From an optimization exercise on the open Yosys and OpenROAD flow, aimed at small area and a short achievable clock period; shortcuts taken in it are not production practice. Only simulation tests tie the RTL to the original design; equivalence was not proved. Power figures rest on the tool's default switching activity, not on a simulated workload.

== garnet ==
==> flow/design.v (excerpt) <==
module spll
#(
		parameter	                  PHASE_BITS = 32,
		parameter	[0:0]	          OPT_TRACK_FREQUENCY = 1'b1,
		parameter	[PHASE_BITS-1:0]  INITIAL_PHASE_STEP  = 0,
		parameter	[0:0]	          OPT_GLITCHLESS      = 1'b1,
		localparam	                  MSB=PHASE_BITS-1
	)
(
		input	wire			       i_clk,
		input	wire			       i_reset,
		input	wire			       i_ld,
		input	wire [(MSB-1):0]       i_step,
		input	wire			       i_ce,
		input	wire			       i_input,
		input	wire [4:0]		       i_lgcoeff,
		output	wire [PHASE_BITS-1:0]  o_phase,
		output	reg	 [1:0]		       o_err,
		output	wire	 		       o_freq
	);
For scale: about 1100 cells after synthesis, roughly 72 flip-flops, roughly 76 I/O pins, roughly 6900 um^2 of cells after synthesis.
==> flow/config.mk <==
export PLATFORM = sky130hd
export DESIGN_NAME = spll
export DESIGN_NICKNAME = spll
export VERILOG_FILES = /design/flow/design.v
export SDC_FILE = /design/flow/constraint.sdc
export NUM_CORES = 4
export LEC_CHECK = 0
export CAP_MARGIN = 20
export CORE_MARGIN = 2
export CORE_UTILIZATION = 70
export CTS_BUF_LIST = sky130_fd_sc_hd__clkbuf_8
export CTS_CLUSTER_SIZE = 20
export SETUP_SLACK_MARGIN = 2.25
export SLEW_MARGIN = 20
==> flow/constraint.sdc <==
create_clock -name core_clock -period 6.0 [get_ports {i_clk}]
set_input_delay 1.2000 -clock core_clock [delete_from_list [all_inputs] [get_ports {i_clk}]]
set_output_delay 1.2000 -clock core_clock [all_outputs]
set_load 0.01 [all_outputs]
standard.sh (not shown) runs the stock make flow with config.mk's settings and CLKGATE_MAP_FILE= SYNTH_SCRIPT=/design/flow/synth_recipe.tcl, a recipe that flattens the netlist after the stock synthesis.
==> flow/flow/run.sh <==
#!/bin/bash
# Own flow: the standard layout (standard.sh) with these changes:
#  - synthesis maps the logic with a plain delay-driven ABC script
#    (flow/abc.script, via flow/synth.tcl) and without full/half adder cells;
#  - the delay cells are kept out of the design, so that the port buffers
#    are plain buffers;
#  - slow high-stack NOR/OR and wide AOI/OAI cells are kept out of
#    synthesis, so that ABC maps the adders to faster gates.
set -euo pipefail
export MY_WORK=$PWD
export MY_ABC_SCRIPT=$PWD/flow/abc.script
DU="sky130_fd_sc_hd__probe_p_8 sky130_fd_sc_hd__probec_p_8 sky130_fd_sc_hd__lpflow_bleeder_1 sky130_fd_sc_hd__lpflow_clkbufkapwr_1 sky130_fd_sc_hd__lpflow_clkbufkapwr_16 sky130_fd_sc_hd__lpflow_clkbufkapwr_2 sky130_fd_sc_hd__lpflow_clkbufkapwr_4 sky130_fd_sc_hd__lpflow_clkbufkapwr_8 sky130_fd_sc_hd__lpflow_clkinvkapwr_1 sky130_fd_sc_hd__lpflow_clkinvkapwr_16 sky130_fd_sc_hd__lpflow_clkinvkapwr_2 sky130_fd_sc_hd__lpflow_clkinvkapwr_4 sky130_fd_sc_hd__lpflow_clkinvkapwr_8 sky130_fd_sc_hd__lpflow_decapkapwr_12 sky130_fd_sc_hd__lpflow_decapkapwr_3 sky130_fd_sc_hd__lpflow_decapkapwr_4 sky130_fd_sc_hd__lpflow_decapkapwr_6 sky130_fd_sc_hd__lpflow_decapkapwr_8 sky130_fd_sc_hd__lpflow_inputiso0n_1 sky130_fd_sc_hd__lpflow_inputiso0p_1 sky130_fd_sc_hd__lpflow_inputiso1n_1 sky130_fd_sc_hd__lpflow_inputiso1p_1 sky130_fd_sc_hd__lpflow_inputisolatch_1 sky130_fd_sc_hd__lpflow_isobufsrc_1 sky130_fd_sc_hd__lpflow_isobufsrc_16 sky130_fd_sc_hd__lpflow_isobufsrc_2 sky130_fd_sc_hd__lpflow_isobufsrc_4 sky130_fd_sc_hd__lpflow_isobufsrc_8 sky130_fd_sc_hd__lpflow_isobufsrckapwr_16 sky130_fd_sc_hd__lpflow_lsbuf_lh_hl_isowell_tap_1 sky130_fd_sc_hd__lpflow_lsbuf_lh_hl_isowell_tap_2 sky130_fd_sc_hd__lpflow_lsbuf_lh_hl_isowell_tap_4 sky130_fd_sc_hd__lpflow_lsbuf_lh_isowell_4 sky130_fd_sc_hd__lpflow_lsbuf_lh_isowell_tap_1 sky130_fd_sc_hd__lpflow_lsbuf_lh_isowell_tap_2 sky130_fd_sc_hd__lpflow_lsbuf_lh_isowell_tap_4  sky130_fd_sc_hd__clkdlybuf4s15_1 sky130_fd_sc_hd__clkdlybuf4s15_2 sky130_fd_sc_hd__clkdlybuf4s18_1 sky130_fd_sc_hd__clkdlybuf4s18_2 sky130_fd_sc_hd__clkdlybuf4s25_1 sky130_fd_sc_hd__clkdlybuf4s25_2 sky130_fd_sc_hd__clkdlybuf4s50_1 sky130_fd_sc_hd__clkdlybuf4s50_2 sky130_fd_sc_hd__dlygate4sd1_1 sky130_fd_sc_hd__dlygate4sd2_1 sky130_fd_sc_hd__dlygate4sd3_1 sky130_fd_sc_hd__dlymetal6s2s_1 sky130_fd_sc_hd__dlymetal6s4s_1 sky130_fd_sc_hd__dlymetal6s6s_1 sky130_fd_sc_hd__nor3_1 sky130_fd_sc_hd__nor3_2 sky130_fd_sc_hd__nor3_4 sky130_fd_sc_hd__nor3b_1 sky130_fd_sc_hd__nor3b_2 sky130_fd_sc_hd__nor3b_4 sky130_fd_sc_hd__nor4_1 sky130_fd_sc_hd__nor4_2 sky130_fd_sc_hd__nor4_4 sky130_fd_sc_hd__nor4b_1 sky130_fd_sc_hd__nor4b_2 sky130_fd_sc_hd__nor4b_4 sky130_fd_sc_hd__nor4bb_1 sky130_fd_sc_hd__nor4bb_2 sky130_fd_sc_hd__nor4bb_4 sky130_fd_sc_hd__or4_1 sky130_fd_sc_hd__or4_2 sky130_fd_sc_hd__or4_4 sky130_fd_sc_hd__or4b_1 sky130_fd_sc_hd__or4b_2 sky130_fd_sc_hd__or4b_4 sky130_fd_sc_hd__or4bb_1 sky130_fd_sc_hd__or4bb_2 sky130_fd_sc_hd__or4bb_4 sky130_fd_sc_hd__a2111oi_0 sky130_fd_sc_hd__a2111oi_1 sky130_fd_sc_hd__a2111oi_2 sky130_fd_sc_hd__a2111oi_4 sky130_fd_sc_hd__o2111ai_1 sky130_fd_sc_hd__o2111ai_2 sky130_fd_sc_hd__o2111ai_4 sky130_fd_sc_hd__a2111o_1 sky130_fd_sc_hd__a2111o_2 sky130_fd_sc_hd__a2111o_4 sky130_fd_sc_hd__o41ai_1 sky130_fd_sc_hd__o41ai_2 sky130_fd_sc_hd__o41ai_4 sky130_fd_sc_hd__o41a_1 sky130_fd_sc_hd__o41a_2 sky130_fd_sc_hd__o41a_4 sky130_fd_sc_hd__o311ai_0 sky130_fd_sc_hd__o311ai_1 sky130_fd_sc_hd__o311ai_2 sky130_fd_sc_hd__o311ai_4"
bash standard.sh SYNTH_SCRIPT=$PWD/flow/synth.tcl ADDER_MAP_FILE= ABC_CLOCK_PERIOD_IN_PS=2500 "DONT_USE_CELLS=$DU" finish > flow_make.log 2>&1
Other scripts of this flow, unchanged in this note and not shown: flow/flow/abc.script, flow/flow/synth.tcl
Modified inputs, maple compared to garnet
- CORE_UTILIZATION: 70 -> 60
- SETUP_SLACK_MARGIN: 2.25 -> 2.5
- Taking garnet as the reference point, the number of gates resized after cts of maple rises by 6.
- Non-filler instance count after layout delta for maple relative to garnet: 31 higher
- Going from garnet to maple, fmax climbed about 5%, average via count per standard cell shrank by about 2.2%.
- Sort maple and garnet by global-route usage asc -> top: maple
Modified inputs, juniper compared to maple
- CORE_UTILIZATION changed from 60 to 70
Notes after the runs:
In summary, juniper completed successfully, with a layout that passed the timing, DRC and antenna checks. juniper vs maple, critical path depth went up by 20%. Between maple and juniper, the final hold slack figures differ only marginally. Relative to maple, count of vias placed by the detailed router has gone up in juniper. Changes observed in juniper relative to maple: non-clock buffer count picked up an extra 1, logic gate share of total power went up 1.2 points, global-route usage up 4.2 points, clock-buffer cell count now sits lower. In juniper, the register share of total power came out 1.3 points above the value in maple. Re switching portion of total power: maple and juniper aren't equal, and the higher value belongs to juniper. Clock sink count essentially unchanged between juniper and maple. juniper: maximum resistive drop on vdd about 21% below maple.
### juniper -> yarrow
- changing SETUP_SLACK_MARGIN from 2.5 to 2.25
- changing CORE_UTILIZATION from 70 to 60
[summary]
- yarrow reached the final stage; the timing, DRC and antenna checks on its layout passed.
- Sequential power: yarrow vs juniper, no meaningful difference
- Against juniper, yarrow comes in 7.6 points lower on met2 capacity usage during global routing.
- Relative to juniper, count of nets after finishing has decreased by 17 in yarrow.
- Between yarrow and juniper, die area is higher for yarrow, juniper comes in under that.
- Diff juniper..yarrow | number of sequential cells | unchanged
- Looking at setup slack after placement, yarrow sits 0.51 ns lower than juniper does.
- Wire length of yarrow falls short of that of juniper by a few percent.

The RTL this note starts from:
==> flow/design.v <==
module spll
#(
		parameter	                  PHASE_BITS = 32,
		parameter	[0:0]	          OPT_TRACK_FREQUENCY = 1'b1,
		parameter	[PHASE_BITS-1:0]  INITIAL_PHASE_STEP  = 0,
		parameter	[0:0]	          OPT_GLITCHLESS      = 1'b1,
		localparam	                  MSB=PHASE_BITS-1
	)
(
		input	wire			       i_clk,
		input	wire			       i_reset,
		input	wire			       i_ld,
		input	wire [(MSB-1):0]       i_step,
		input	wire			       i_ce,
		input	wire			       i_input,
		input	wire [4:0]		       i_lgcoeff,
		output	wire [PHASE_BITS-1:0]  o_phase,
		output	reg	 [1:0]		       o_err,
		output	wire	 		       o_freq
	);
	reg	[4:0]	lg;
	reg		agreed_output;
	reg	[31:0]	ctr, r_step;
	always @(posedge i_clk)
		lg <= i_lgcoeff;
	wire	lead_e    = agreed_output ^ ctr[31];
	wire	phase_err = ctr[31] ^ i_input;
	wire	[31:0]	pc, pm, fm;
	genvar i;
	generate for (i = 0; i < 32; i = i + 1) begin : g_dec
		assign pc[i] = (lg == 31 - i);
		assign pm[i] = (lg >= 31 - i);
		if (i >= 29)
			assign fm[i] = (lg <= 14);
		else
			assign fm[i] = (lg >= (30 - i) / 2) && (lg <= 14);
	end endgenerate
	wire	[31:0]	sum0;
	prefix_add32 u_add (.a(ctr), .b(r_step), .s(sum0));
	wire	[31:0]	sum1;
	pm_step u_ps (.x(sum0), .m(pm), .d(lead_e), .y(sum1));
	wire	[31:0]	step1;
	pm_step u_fs (.x(r_step), .m(fm), .d(lead_e), .y(step1));
	wire	rk    = |(r_step & pc);
	wire	above = |(r_step & pm & ~pc);
	wire	other = |(r_step & ~pc);
	wire	gl    = rk ? other : above;
	wire	hold  = lead_e && !gl;
	wire	[31:0]	alt  = hold ? ctr : sum1;
	always @(posedge i_clk)
	if (i_reset)
		ctr <= 0;
	else if (i_ce)
		ctr <= phase_err ? alt : sum0;
	always @(posedge i_clk)
	if (i_reset)
		r_step <= INITIAL_PHASE_STEP;
	else if (i_ld)
		r_step <= { 1'b0, i_step };
	else if (i_ce && phase_err)
		r_step <= step1;
	always @(posedge i_clk)
	if (i_reset)
		agreed_output <= 1'b0;
	else if (i_ce && !phase_err)
		agreed_output <= i_input;
	always @(posedge i_clk)
	if (i_reset)
		o_err <= 2'h0;
	else if (i_ce)
		o_err <= { phase_err && lead_e, phase_err };
	assign	o_phase = ctr;
	assign	o_freq  = ctr[31];
endmodule
module prefix_add32 (
		input	wire	[31:0]	a, b,
		output	wire	[31:0]	s
	);
	wire	[31:0]	g [0:5];
	wire	[31:0]	p [0:5];
	assign	g[0] = a & b;
	assign	p[0] = a ^ b;
	genvar l, i;
	generate for (l = 0; l < 5; l = l + 1) begin : g_lvl
		for (i = 0; i < 32; i = i + 1) begin : g_bit
			if ((i >> l) & 1) begin
				localparam integer j = ((i >> l) << l) - 1;
				assign g[l+1][i] = g[l][i] | (p[l][i] & g[l][j]);
				assign p[l+1][i] = p[l][i] & p[l][j];
			end else begin
				assign g[l+1][i] = g[l][i];
				assign p[l+1][i] = p[l][i];
			end
		end
	end endgenerate
	assign	s = p[0] ^ { g[5][30:0], 1'b0 };
endmodule
module pm_step (
		input	wire	[31:0]	x, m,
		input	wire		d,
		output	wire	[31:0]	y
	);
	wire	[31:0]	u = ~m | (x ^ {32{d}});
	wire	[31:0]	a [0:5];
	assign	a[0] = u;
	genvar l, i;
	generate for (l = 0; l < 5; l = l + 1) begin : g_lvl
		for (i = 0; i < 32; i = i + 1) begin : g_bit
			if ((i >> l) & 1) begin
				localparam integer j = ((i >> l) << l) - 1;
				assign a[l+1][i] = a[l][i] & a[l][j];
			end else begin
				assign a[l+1][i] = a[l][i];
			end
		end
	end endgenerate
	assign	y = x ^ (m & { a[5][30:0], 1'b1 });
endmodule
==> flow/config.mk <==
export PLATFORM = sky130hd
export DESIGN_NAME = spll
export DESIGN_NICKNAME = spll
export VERILOG_FILES = /design/flow/design.v
export SDC_FILE = /design/flow/constraint.sdc
export NUM_CORES = 4
export LEC_CHECK = 0
export CAP_MARGIN = 20
export CORE_MARGIN = 2
export CORE_UTILIZATION = 40
export SETUP_SLACK_MARGIN = 3.5
export SLEW_MARGIN = 20
==> flow/constraint.sdc <==
create_clock -name core_clock -period 6.0 [get_ports {i_clk}]
set_input_delay 1.2000 -clock core_clock [delete_from_list [all_inputs] [get_ports {i_clk}]]
set_output_delay 1.2000 -clock core_clock [all_outputs]
set_load 0.01 [all_outputs]
run.sh (not shown) runs the stock make flow with config.mk's settings and CLKGATE_MAP_FILE= SYNTH_SCRIPT=/design/flow/synth_recipe.tcl, a recipe that flattens the netlist after the stock synthesis.
Stock flow here: none of the scripts above is used.
==> next run, changes <==
==> flow/flow/run.sh (new file) <==
#!/bin/bash
# Own flow: the standard layout (standard.sh), but synthesis maps the logic
# with a plain delay-driven ABC script and without the full/half adder cells.
set -euo pipefail
export MY_WORK=$PWD
export MY_ABC_SCRIPT=$PWD/flow/abc.script
EXTRA=$(cat flow/extra.txt 2>/dev/null || true)
bash standard.sh SYNTH_SCRIPT=$PWD/flow/synth.tcl ADDER_MAP_FILE= $EXTRA finish > flow_make.log 2>&1
==> flow/flow/abc.script (new file) <==
strash
dch
map
topo
buffer -c
upsize -c
dnsize -c
==> flow/flow/extra.txt (new file) <==
ABC_CLOCK_PERIOD_IN_PS=2500
==> flow/flow/synth.tcl (new file) <==
# The standard synthesis (synth_recipe.tcl), with the ABC mapping script
# replaced by flow/abc.script
proc abc {args} {
  set i [lsearch -exact $args -script]
  if { $i >= 0 } { set args [lreplace $args [expr {$i+1}] [expr {$i+1}] $::env(MY_ABC_SCRIPT)] }
  yosys abc {*}$args
}
source $::env(MY_WORK)/synth_recipe.tcl
==> flow/standard.sh (new file) <==
#!/bin/bash
# synth_recipe.tcl (not shown) runs the flow's synth.tcl, then flattens the netlist and writes it again
# the make line also repeats each setting of config.mk as NAME=value (left out here)
make -C /OpenROAD-flow-scripts/flow DESIGN_CONFIG=/design/flow/config.mk WORK_HOME=/design/flow/orfs CLKGATE_MAP_FILE= SYNTH_SCRIPT=/design/flow/synth_recipe.tcl "${@:-finish}"
SETUP_SLACK_MARGIN = unset   (was 3.5)
removed: flow/run.sh
Register-to-register slack improves by 0.22 ns.
Wire length is lower slightly.
Critical path depth goes down by 5.
==> next run, changes <==
SETUP_SLACK_MARGIN = 3.5   (was unset)
- utilization is higher by 21 points
- design area is higher by 44%
- sequential share of layout area is lower by 3.6 points
- power is higher by 27%
- wire length is higher by 35%
==> next run, changes <==
==> flow/run.sh (new file) <==
#!/bin/bash
# synth_recipe.tcl (not shown) runs the flow's synth.tcl, then flattens the netlist and writes it again
# the make line also repeats each setting of config.mk as NAME=value (left out here)
make -C /OpenROAD-flow-scripts/flow DESIGN_CONFIG=/design/flow/config.mk WORK_HOME=/design/flow/orfs CLKGATE_MAP_FILE= SYNTH_SCRIPT=/design/flow/synth_recipe.tcl finish
SETUP_SLACK_MARGIN = unset   (was 3.5)
removed: flow/flow/run.sh
removed: flow/flow/abc.script
removed: flow/flow/extra.txt
removed: flow/flow/synth.tcl
removed: flow/standard.sh
Outcome:
- The new run ran to the end with no violations
- total power fell by 2.5%
- global-route usage fell by 7.4 points
- flip-flop and latch count stays the same
- first-iteration DRC count fell by 61%
- fmax fell by 42%
- synthesized cell count fell by 22%
- final area fell by 34%
- count of clock-buffer cells in the layout rose by 2
- wire length fell by 35%
- non-clock buffer count fell by 207
- final cell count fell by 28%

-- separate check: timing with driven ports --
Ports are ideal in the flow. The routed layouts listed here were re-timed in OpenROAD. Step 1, drivers: a clkbuf_16 drives i_clk and a buf_2 each remaining input, both assumed. Step 2 moves the port delays by t, midway between the first and last clock arrival at a register: inputs arrive t later, outputs are due t later. That takes back most of the time a late clock gives input paths. Slacks: ideal ports / drivers / drivers and shift; pairs: ideal ports / drivers.
run	shift t [ns]	setup WS [ns]	hold WS [ns]	latest minus earliest clock arrival (ns)
garnet	0.398	2.481 / 2.481 / 2.267	0.514 / 0.514 / 0.514	0.013 / 0.013
maple	0.418	2.640 / 2.641 / 2.254	0.512 / 0.512 / 0.512	0.007 / 0.007
juniper	0.399	2.565 / 2.565 / 2.320	0.513 / 0.513 / 0.513	0.014 / 0.015
yarrow	0.416	2.446 / 2.446 / 2.047	0.519 / 0.519 / 0.519	0.004 / 0.004
the first run of note 2	0.402	1.389 / 1.389 / 1.389	0.493 / 0.493 / 0.493	0.004 / 0.005
the second run of note 2	0.402	1.605 / 1.605 / 1.353	0.502 / 0.502 / 0.502	0.013 / 0.013
the third run of note 2	0.408	2.947 / 2.947 / 2.947	0.518 / 0.518 / 0.518	0.010 / 0.010
the fourth run of note 2	0.397	0.720 / 0.720 / 0.720	0.480 / 0.480 / 0.480	0.007 / 0.007
After both steps setup and hold are still met in every run listed. For yarrow, which loses most, drivers alone change the setup slack by 0.000 ns; drivers and shift together by -0.399 ns.
